Context: an optimization exercise on an open-source flow, tuned for small area and a short achievable clock period. The choices shown serve that exercise and are no tape-out recipe. The RTL was checked by simulation tests, not by an equivalence proof against the original design. Power and IR drop assume default switching activity.

==> inputs of build 37 <==
Design processor_main, start of the top module:
module processor_main(
    input  clk, reset_n,
    input  [31:0] dmem_datain,
    input  [31:0] imem_data,
    output [31:0] dmem_addr, dmem_dataout, PC,
    output dmem_rw, io_rw
);
==> flow/config.mk <==
export PLATFORM = sky130hd
export DESIGN_NAME = processor_main
export DESIGN_NICKNAME = processor_main
export VERILOG_FILES = /design/flow/design.v
export SDC_FILE = /design/flow/constraint.sdc
export NUM_CORES = 4
export LEC_CHECK = 0
export CAP_MARGIN = 20
export CORE_MARGIN = 2
export CORE_UTILIZATION = 60
export CTS_BUF_LIST = sky130_fd_sc_hd__clkbuf_4 sky130_fd_sc_hd__clkbuf_8
export SLEW_MARGIN = 20
==> flow/constraint.sdc <==
create_clock -name core_clock -period 11.0 [get_ports {clk}]
set_input_delay 2.2000 -clock core_clock [delete_from_list [all_inputs] [get_ports {clk}]]
set_output_delay 2.2000 -clock core_clock [all_outputs]
set_load 0.01 [all_outputs]
run.sh (not shown) runs the stock make flow with config.mk's settings and CLKGATE_MAP_FILE= SYNTH_SCRIPT=/design/flow/synth_recipe.tcl, a recipe that flattens the netlist after the stock synthesis.
==> inputs of trial 17, as changes to build 37 <==
- CORE_UTILIZATION: 60 -> 40
- CTS_BUF_LIST: sky130_fd_sc_hd__clkbuf_4 sky130_fd_sc_hd__clkbuf_8 -> not set
==> qor summary <==
Number of cells after detailed placement: trial 17 8440; build 37 7699
Post-route insts no fill: trial 17 8735; build 37 8129
Pre-Repair DR Iteration Count: trial 17 10; build 37 12
Critical path depth: trial 17 18; build 37 17
Initial drt markers: trial 17 9286; build 37 13000
Outcome: trial 17 timing/DRC/antenna clean; build 37 timing/DRC/antenna clean
Post-route worst setup slack: trial 17 4.31 ns; build 37 3.85 ns
Arrival time reported for the critical path endpoint: trial 17 7.39 ns; build 37 8.01 ns
Flop-to-flop setup slack: trial 17 4.31 ns; build 37 3.85 ns
Filler instances: trial 17 15600; build 37 8354
Achievable Freq: trial 17 0.149 GHz; build 37 0.140 GHz
Vias in the first global route: trial 17 56200; build 37 56600
Clock distribution power: trial 17 5.15 mW; build 37 4.51 mW
Final critical path time including I/O delays and setup: trial 17 6.69 ns; build 37 7.15 ns
Max Fanout on Critical Path: trial 17 43; build 37 66
Buf/Inv on CP: trial 17 4; build 37 3
Largest net degree at the start of global routing: trial 17 75; build 37 83
Post-route cell area: trial 17 0.0787 mm²; build 37 0.0771 mm²
Floorplan die area: trial 17 0.174 mm²; build 37 0.117 mm²
Power in combinational cells: trial 17 3.68 mW; build 37 3.57 mW
Met3 routing resource usage after global routing: trial 17 11.5%; build 37 24.8%
TritonCTS Buffers: trial 17 151; build 37 217
Antenna violations before repair: trial 17 26; build 37 34
Met3 WL: trial 17 41.9 mm; build 37 58.2 mm
Part of the power in the clock network: trial 17 33.5%; build 37 30.6%
Root Buffer Master: trial 17 sky130_fd_sc_hd__clkbuf_16; build 37 sky130_fd_sc_hd__clkbuf_8

---

==> 12-25: inputs <==
==> flow/design.v <==
module alu(
    input  [31:0] A,
    input  [31:0] B,        
    input  [4:0]  sh,       
    input         sub,
    input         s_sum, s_slt, s_sltu, s_and, s_or, s_xor, s_sll, s_sr, s_imm,
    input         sra,      
    input  [31:0] imm,
    output [31:0] out,
    output [31:0] sum,
    output        lt,       
    output        ltu,      
    output        eq        
);
    wire [32:0] s  = {1'b0, A} + {1'b0, B} + {32'b0, sub};
    assign sum = s[31:0];
    assign lt  = s[31];
    assign ltu = ~s[32];
    assign eq  = &(A ^ B);      
    function [31:0] rev(input [31:0] v);
        integer i;
        for (i = 0; i < 32; i = i + 1) rev[i] = v[31 - i];
    endfunction
    wire big  = |B[31:5];
    wire fill = sra & A[31];
    wire [31:0] sh_in = s_sll ? rev(A) : A;
    wire [32:0] shr   = $signed({fill, sh_in}) >>> sh;
    wire [31:0] shres = big ? {32{fill}} : shr[31:0];
    assign out = ({32{s_sum}}  & sum)
               | ({32{s_slt}}  & {31'b0, lt})
               | ({32{s_sltu}} & {31'b0, ltu})
               | ({32{s_and}}  & (A & B))
               | ({32{s_or}}   & (A | B))
               | ({32{s_xor}}  & (A ^ B))
               | ({32{s_sll}}  & rev(shres))
               | ({32{s_sr}}   & shres)
               | ({32{s_imm}}  & imm);
endmodule
module Register_File(
    input             clk,
    input             we,
    input      [4:0]  wa,
    input      [31:0] wd,
    input      [31:1] oh1, oh2,       
    input      [2:0]  bs1, bs2,       
    input      [31:0] bv0, bv1, bv2,
    output reg [31:0] rd1, rd2
);
    reg [31:0] regs [1:31];
    genvar i;
    generate
        for (i = 1; i < 32; i = i + 1) begin : g_reg
            always @(posedge clk)
                if (we && wa == i) regs[i] <= wd;
        end
    endgenerate
    reg [31:0] r1, r2;
    integer k;
    always @(*) begin
        r1 = ({32{bs1[0]}} & bv0) | ({32{bs1[1]}} & bv1);
        r2 = ({32{bs2[0]}} & bv0) | ({32{bs2[1]}} & bv1);
        for (k = 1; k < 32; k = k + 1) begin
            r1 = r1 | ({32{oh1[k]}} & regs[k]);
            r2 = r2 | ({32{oh2[k]}} & regs[k]);
        end
        rd1 = bs1[2] ? bv2 : r1;
        rd2 = bs2[2] ? bv2 : r2;
    end
endmodule
`timescale 1ns / 1ps
module processor_main(
    input  clk, reset_n,
    input  [31:0] dmem_datain,
    input  [31:0] imem_data,
    output [31:0] dmem_addr, dmem_dataout, PC,
    output dmem_rw, io_rw
);
    reg  [31:0] pc_q;                  
    reg  [31:0] fd_inst;
    reg  [31:0] fd_pc;                 
    reg         fd_valid;
    reg  [31:0] de_rs1, de_b, de_o;    
    reg  [4:0]  de_sh;
    reg  [4:0]  de_rd;
    reg         de_z;                  
    reg         de_we, de_me;
    reg         de_j, de_beq, de_bne, de_blt, de_bge, de_bltu, de_bgeu;
    reg         de_jalr, de_link, de_auipc, de_load;
    reg         de_sub, de_sra;
    reg  [31:1] fd_oh1, fd_oh2;
    reg  [2:0]  fd_bs1, fd_bs2;
    reg         de_s_sum, de_s_slt, de_s_sltu, de_s_and, de_s_or, de_s_xor,
                de_s_sll, de_s_sr, de_s_imm;
    reg  [31:0] em_v, em_st;            
    reg  [4:0]  em_rd;
    reg         em_we, em_rw, em_io, em_load;
    reg  [31:0] mw_val;
    reg  [4:0]  mw_rd;
    reg         mw_we;
    wire [31:0] ex_a  = de_rs1;
    wire [31:0] ex_b  = de_b;
    wire [31:0] ex_st = de_o;
    wire [31:0] io_p = ex_a ^ ex_b;
    wire [31:0] io_g = ex_a & ex_b;
    wire        io_c2 = io_g[1] | (io_p[1] & io_g[0]);
    wire        io_ex = (io_p[2] ^ io_c2) & (&(io_p[31:3] ^ io_g[30:2]));
    wire [31:0] alu_out, alu_sum;
    wire        lt, ltu, eq;
    alu u_alu(
        .A(ex_a), .B(ex_b), .sh(de_sh), .sub(de_sub),
        .s_sum(de_s_sum), .s_slt(de_s_slt), .s_sltu(de_s_sltu), .s_and(de_s_and),
        .s_or(de_s_or), .s_xor(de_s_xor), .s_sll(de_s_sll), .s_sr(de_s_sr),
        .s_imm(de_s_imm), .sra(de_sra), .imm(de_o),
        .out(alu_out), .sum(alu_sum), .lt(lt), .ltu(ltu), .eq(eq)
    );
    wire taken = de_j | (de_beq & eq) | (de_bne & ~eq) | (de_blt & lt) | (de_bge & ~lt)
               | (de_bltu & ltu) | (de_bgeu & ~ltu);
    wire flush = taken;
    wire [31:0] target = de_jalr ? alu_sum : de_o;
    wire [31:0] pc_next = flush ? target : pc_q + 32'd4;
    wire [31:0] ex_v = de_load ? alu_sum : de_link ? fd_pc : de_auipc ? de_o : alu_out;
    assign dmem_addr    = em_v;
    assign dmem_dataout = em_st;
    assign dmem_rw      = em_rw;
    assign io_rw        = em_io;
    assign PC           = pc_q;
    wire [31:0] m_val = em_load ? dmem_datain : em_v;
    wire [6:0] op  = fd_inst[6:0];
    wire [2:0] f3  = fd_inst[14:12];
    wire       f7b = fd_inst[30];
    wire [4:0] rs1 = fd_inst[19:15];
    wire [4:0] rs2 = fd_inst[24:20];
    wire [4:0] rd  = fd_inst[11:7];
    wire is_r     = (op == 7'b0110011);
    wire is_i     = (op == 7'b0010011);
    wire is_ld    = (op == 7'b0000011);
    wire is_jalr  = (op == 7'b1100111);
    wire is_st    = (op == 7'b0100011);
    wire is_br    = (op == 7'b1100011);
    wire is_lui   = (op == 7'b0110111);
    wire is_auipc = (op == 7'b0010111);
    wire is_jal   = (op == 7'b1101111);
    wire is_alu   = is_r | is_i;
    wire d_we     = is_r | is_i | is_ld | is_jalr | is_lui | is_auipc | is_jal;
    wire d_alusrc = ~(is_r | is_br);
    reg [31:0] d_imm;
    always @(*) begin
        case (op)
            7'b0110111: d_imm = {fd_inst[31:12], 12'b0};
            7'b0010111: d_imm = {fd_inst[31], fd_inst[31:12], 11'b0};
            7'b1101111: d_imm = {{13{fd_inst[31]}}, fd_inst[19:12], fd_inst[20], fd_inst[30:21]};
            7'b1100111: d_imm = {{20{fd_inst[31]}}, fd_inst[31:20]};
            7'b0010011: d_imm = (f3 == 3'b001 || f3 == 3'b101) ? {27'b0, fd_inst[24:20]}
                                                                : {{20{fd_inst[31]}}, fd_inst[31:20]};
            7'b0100011: d_imm = {{20{fd_inst[31]}}, fd_inst[31:25], fd_inst[11:7]};
            7'b0000011: d_imm = {{20{fd_inst[31]}}, fd_inst[31:20]};
            7'b1100011: d_imm = {{20{fd_inst[31]}}, fd_inst[31], fd_inst[7], fd_inst[30:25], fd_inst[11:8]};
            default:    d_imm = 32'b0;
        endcase
    end
    wire [31:0] d_rs1v, d_rs2v;
    Register_File u_rf(
        .clk(clk), .we(mw_we), .wa(mw_rd), .wd(mw_val),
        .oh1(fd_oh1), .oh2(fd_oh2), .bs1(fd_bs1), .bs2(fd_bs2),
        .bv0(mw_val), .bv1(em_v), .bv2(dmem_datain),
        .rd1(d_rs1v), .rd2(d_rs2v)
    );
    wire [31:0] imm_pc = ~fd_inst[2] ? {{19{fd_inst[31]}}, fd_inst[31], fd_inst[7], fd_inst[30:25], fd_inst[11:8], 1'b0}
                       :  fd_inst[3] ? {{11{fd_inst[31]}}, fd_inst[31], fd_inst[19:12], fd_inst[20], fd_inst[30:21], 1'b0}
                       :               {fd_inst[31:12], 12'b0};
    wire [31:0] pc_rel = fd_pc + imm_pc;
    wire        d_pcrel = is_br | is_jal | is_auipc;
    wire [4:0] f_rs1 = imem_data[19:15];
    wire [4:0] f_rs2 = imem_data[24:20];
    wire f_mh1 = (f_rs1 == de_rd) & (de_we | de_me) & (f_rs1 != 5'b0);
    wire f_mh2 = (f_rs2 == de_rd) & (de_we | de_me) & (f_rs2 != 5'b0);
    wire f_wh1 = (f_rs1 == em_rd) & em_we & (f_rs1 != 5'b0);
    wire f_wh2 = (f_rs2 == em_rd) & em_we & (f_rs2 != 5'b0);
    wire [2:0] f_bs1 = {f_mh1 & de_load, f_mh1 & ~de_load, ~f_mh1 & f_wh1};
    wire [2:0] f_bs2 = {f_mh2 & de_load, f_mh2 & ~de_load, ~f_mh2 & f_wh2};
    reg  [31:1] busy;
    reg  [31:1] f_oh1, f_oh2;
    integer j;
    always @(*) begin
        for (j = 1; j < 32; j = j + 1) begin
            busy[j]  = ((de_rd == j) & (de_we | de_me)) | ((em_rd == j) & em_we);
            f_oh1[j] = (f_rs1 == j) & ~busy[j];
            f_oh2[j] = (f_rs2 == j) & ~busy[j];
        end
    end
    wire e_fwd = de_we | de_me;
    wire e_hit1 = (rs1 == de_rd) & e_fwd & (rs1 != 5'b0);
    wire e_hit2 = (rs2 == de_rd) & e_fwd & (rs2 != 5'b0);
    wire f3_0 = (f3 == 3'b000), f3_1 = (f3 == 3'b001), f3_2 = (f3 == 3'b010), f3_3 = (f3 == 3'b011);
    wire f3_4 = (f3 == 3'b100), f3_5 = (f3 == 3'b101), f3_6 = (f3 == 3'b110), f3_7 = (f3 == 3'b111);
    wire d_s_imm  = is_ld | is_lui;
    wire d_s_sll  = is_alu & f3_1;
    wire d_s_slt  = is_alu & f3_2;
    wire d_s_sltu = is_alu & f3_3;
    wire d_s_xor  = is_alu & f3_4;
    wire d_s_sr   = is_alu & f3_5;
    wire d_s_or   = is_alu & f3_6;
    wire d_s_and  = is_alu & f3_7;
    wire d_s_sum  = ~d_s_imm & ~(is_alu & ~f3_0);
    wire d_sub    = is_br | (is_r & f3_0 & f7b) | (is_alu & (f3_2 | f3_3));
    wire [31:0] d_bval = d_alusrc ? d_imm : e_hit2 ? alu_out : d_rs2v;
    wire bg = fd_valid & ~flush & ~de_z;
    always @(posedge clk or negedge reset_n) begin
        if (~reset_n) begin
            pc_q     <= 32'b0;
            fd_valid <= 1'b0;
            de_z     <= 1'b1;
            de_we    <= 1'b0;
            de_me    <= 1'b0;
            de_j     <= 1'b0;
            de_beq   <= 1'b0;
            de_bne   <= 1'b0;
            de_blt   <= 1'b0;
            de_bge   <= 1'b0;
            de_bltu  <= 1'b0;
            de_bgeu  <= 1'b0;
            em_we    <= 1'b0;
            em_rw    <= 1'b0;
            em_io    <= 1'b0;
            mw_we    <= 1'b0;
        end else begin
            pc_q     <= pc_next;
            fd_valid <= ~flush;
            de_z     <= flush | (pc_q == 32'b0);
            de_we    <= fd_valid & ~flush & d_we;
            de_me    <= fd_valid & ~flush & is_st;
            de_j     <= bg & (is_jal | is_jalr | (is_br & f3_2));
            de_beq   <= bg & is_br & f3_0;
            de_bne   <= bg & is_br & f3_1;
            de_blt   <= bg & is_br & f3_4;
            de_bge   <= bg & is_br & f3_5;
            de_bltu  <= bg & is_br & f3_6;
            de_bgeu  <= bg & is_br & f3_7;
            em_we    <= de_we;
            em_rw    <= de_me & ~io_ex;
            em_io    <= de_me & io_ex;
            mw_we    <= em_we;
        end
    end
    always @(posedge clk) begin
        fd_inst   <= imem_data;
        fd_pc     <= pc_q;
        fd_oh1    <= f_oh1;
        fd_oh2    <= f_oh2;
        fd_bs1    <= f_bs1;
        fd_bs2    <= f_bs2;
        de_rs1    <= e_hit1 ? alu_out : d_rs1v;
        de_b      <= d_bval ^ {32{d_sub}};
        de_sh     <= d_bval[4:0] & {5{d_s_sll | d_s_sr}};
        de_o      <= is_st ? (e_hit2 ? alu_out : d_rs2v) : d_pcrel ? pc_rel : d_imm;
        de_rd     <= rd;
        de_jalr   <= is_jalr;
        de_link   <= is_jal | is_jalr;
        de_auipc  <= is_auipc;
        de_load   <= is_ld;
        de_sub    <= d_sub;
        de_sra    <= d_s_sr & f7b;
        de_s_sum  <= d_s_sum;
        de_s_slt  <= d_s_slt;
        de_s_sltu <= d_s_sltu;
        de_s_and  <= d_s_and;
        de_s_or   <= d_s_or;
        de_s_xor  <= d_s_xor;
        de_s_sll  <= d_s_sll;
        de_s_sr   <= d_s_sr;
        de_s_imm  <= d_s_imm;
        em_v      <= ex_v;
        em_st     <= ex_st;
        em_rd     <= de_rd;
        em_load   <= de_load;
        mw_val    <= m_val;
        mw_rd     <= em_rd;
    end
endmodule
==> flow/flow/run.sh <==
#!/bin/bash
set -euo pipefail
bash standard.sh "BUFFER_PORTS_ARGS=-buffer_cell sky130_fd_sc_hd__buf_2" SETUP_SLACK_MARGIN=7.5 finish > standard_flow.log 2>&1
==> flow/standard.sh <==
#!/bin/bash
# synth_recipe.tcl (not shown) runs the flow's synth.tcl, then flattens the netlist and writes it again
# the make line also repeats each setting of config.mk as NAME=value (left out here)
make -C /OpenROAD-flow-scripts/flow DESIGN_CONFIG=/design/flow/config.mk WORK_HOME=/design/flow/orfs CLKGATE_MAP_FILE= SYNTH_SCRIPT=/design/flow/synth_recipe.tcl "${@:-finish}"
==> flow/config.mk <==
export PLATFORM = sky130hd
export DESIGN_NAME = processor_main
export DESIGN_NICKNAME = processor_main
export VERILOG_FILES = /design/flow/design.v
export SDC_FILE = /design/flow/constraint.sdc
export NUM_CORES = 4
export LEC_CHECK = 0
export CAP_MARGIN = 20
export CORE_MARGIN = 2
export CORE_UTILIZATION = 40
export CTS_CLUSTER_DIAMETER = 60
export CTS_CLUSTER_SIZE = 20
export SLEW_MARGIN = 20
export TNS_END_PERCENT = 5
==> flow/constraint.sdc <==
create_clock -name core_clock -period 11.0 [get_ports {clk}]
set_input_delay 2.2000 -clock core_clock [delete_from_list [all_inputs] [get_ports {clk}]]
set_output_delay 2.2000 -clock core_clock [all_outputs]
set_load 0.01 [all_outputs]
==> inputs of 08-19, as changes to 12-25 <==
- TNS_END_PERCENT: 5 -> not set
==> inputs of 07-04, as changes to 12-25 <==
- CTS_CLUSTER_DIAMETER: 60 -> 80
- CTS_CLUSTER_SIZE: 20 -> 24
- TNS_END_PERCENT: 5 -> not set
==> qor summary <==
Area of combinational cells with multiple inputs: 08-19 28000 sq um; 12-25 27500 sq um; 07-04 28300 sq um
Sequential cell fraction of total power: 08-19 0.497; 12-25 0.508; 07-04 0.524
Clkbuf count: 08-19 139; 12-25 139; 07-04 107
Number of antenna cells inserted: 08-19 28; 12-25 26; 07-04 21
Final standard cell count with taps included and fillers excluded: 08-19 7933; 12-25 7823; 07-04 7896
Post-cts resize count: 08-19 418; 12-25 271; 07-04 440
Total number of cells along the worst setup path: 08-19 6; 12-25 6; 07-04 8
Tmin final: 08-19 3710 ps; 12-25 3830 ps; 07-04 3840 ps
FF-to-FF Start: 08-19 fd_oh1[4]; 12-25 fd_oh1[16]; 07-04 de_sra
Number of iterations in the first detailed-routing pass: 08-19 31; 12-25 28; 07-04 27
Status: 08-19 timing/DRC/antenna clean; 12-25 timing/DRC/antenna clean; 07-04 timing/DRC/antenna clean
Largest driver fanout on the critical path: 08-19 23; 12-25 21; 07-04 9
Part of the total power dissipated in the clock network: 08-19 0.342; 12-25 0.348; 07-04 0.302
Register area: 08-19 38600 sq um; 12-25 38500 sq um; 07-04 38600 sq um
Pwr per Cell Area: 08-19 168 nW/um^2; 12-25 169 nW/um^2; 07-04 160 nW/um^2
Highest-delay cell along the critical path: 08-19 sky130_fd_sc_hd__o32ai_2; 12-25 sky130_fd_sc_hd__o32ai_1; 07-04 sky130_fd_sc_hd__a21oi_1
Multi-input gate share of total cell area: 08-19 0.357; 12-25 0.359; 07-04 0.364

==> port drivers added, routing unchanged <==
No port has a modelled driver above. Below, the same layouts with a new extraction and two added sets of constraints. Step 1 assumes that a clkbuf_16 drives the clock port and a buf_2 every other input. Step 2 moves the port delays by t, midway between the first and last clock arrival at a register: inputs arrive t later, outputs are due t later. That takes back most of the time a late clock gives input paths. Three values: no drivers, after step 1, after step 2; two values: the first two.
run	t (ns)	setup slack, ns	clock arrival spread, ns	worst data-port slew with drivers (ns)
build 37	1.038	3.846 / 3.846 / 3.846	0.039 / 0.039	0.11
trial 17	0.901	4.307 / 4.307 / 4.307	0.080 / 0.080	0.07
12-25	0.904	7.169 / 7.169 / 6.892	0.118 / 0.119	0.17
08-19	0.900	7.289 / 7.232 / 7.004	0.120 / 0.119	0.18
07-04	0.842	7.160 / 7.160 / 6.997	0.104 / 0.105	0.17
After both steps every run listed still meets setup and hold. The setup slack of 08-19, which loses most, moves by -0.057 ns with the drivers and by -0.285 ns with both steps.
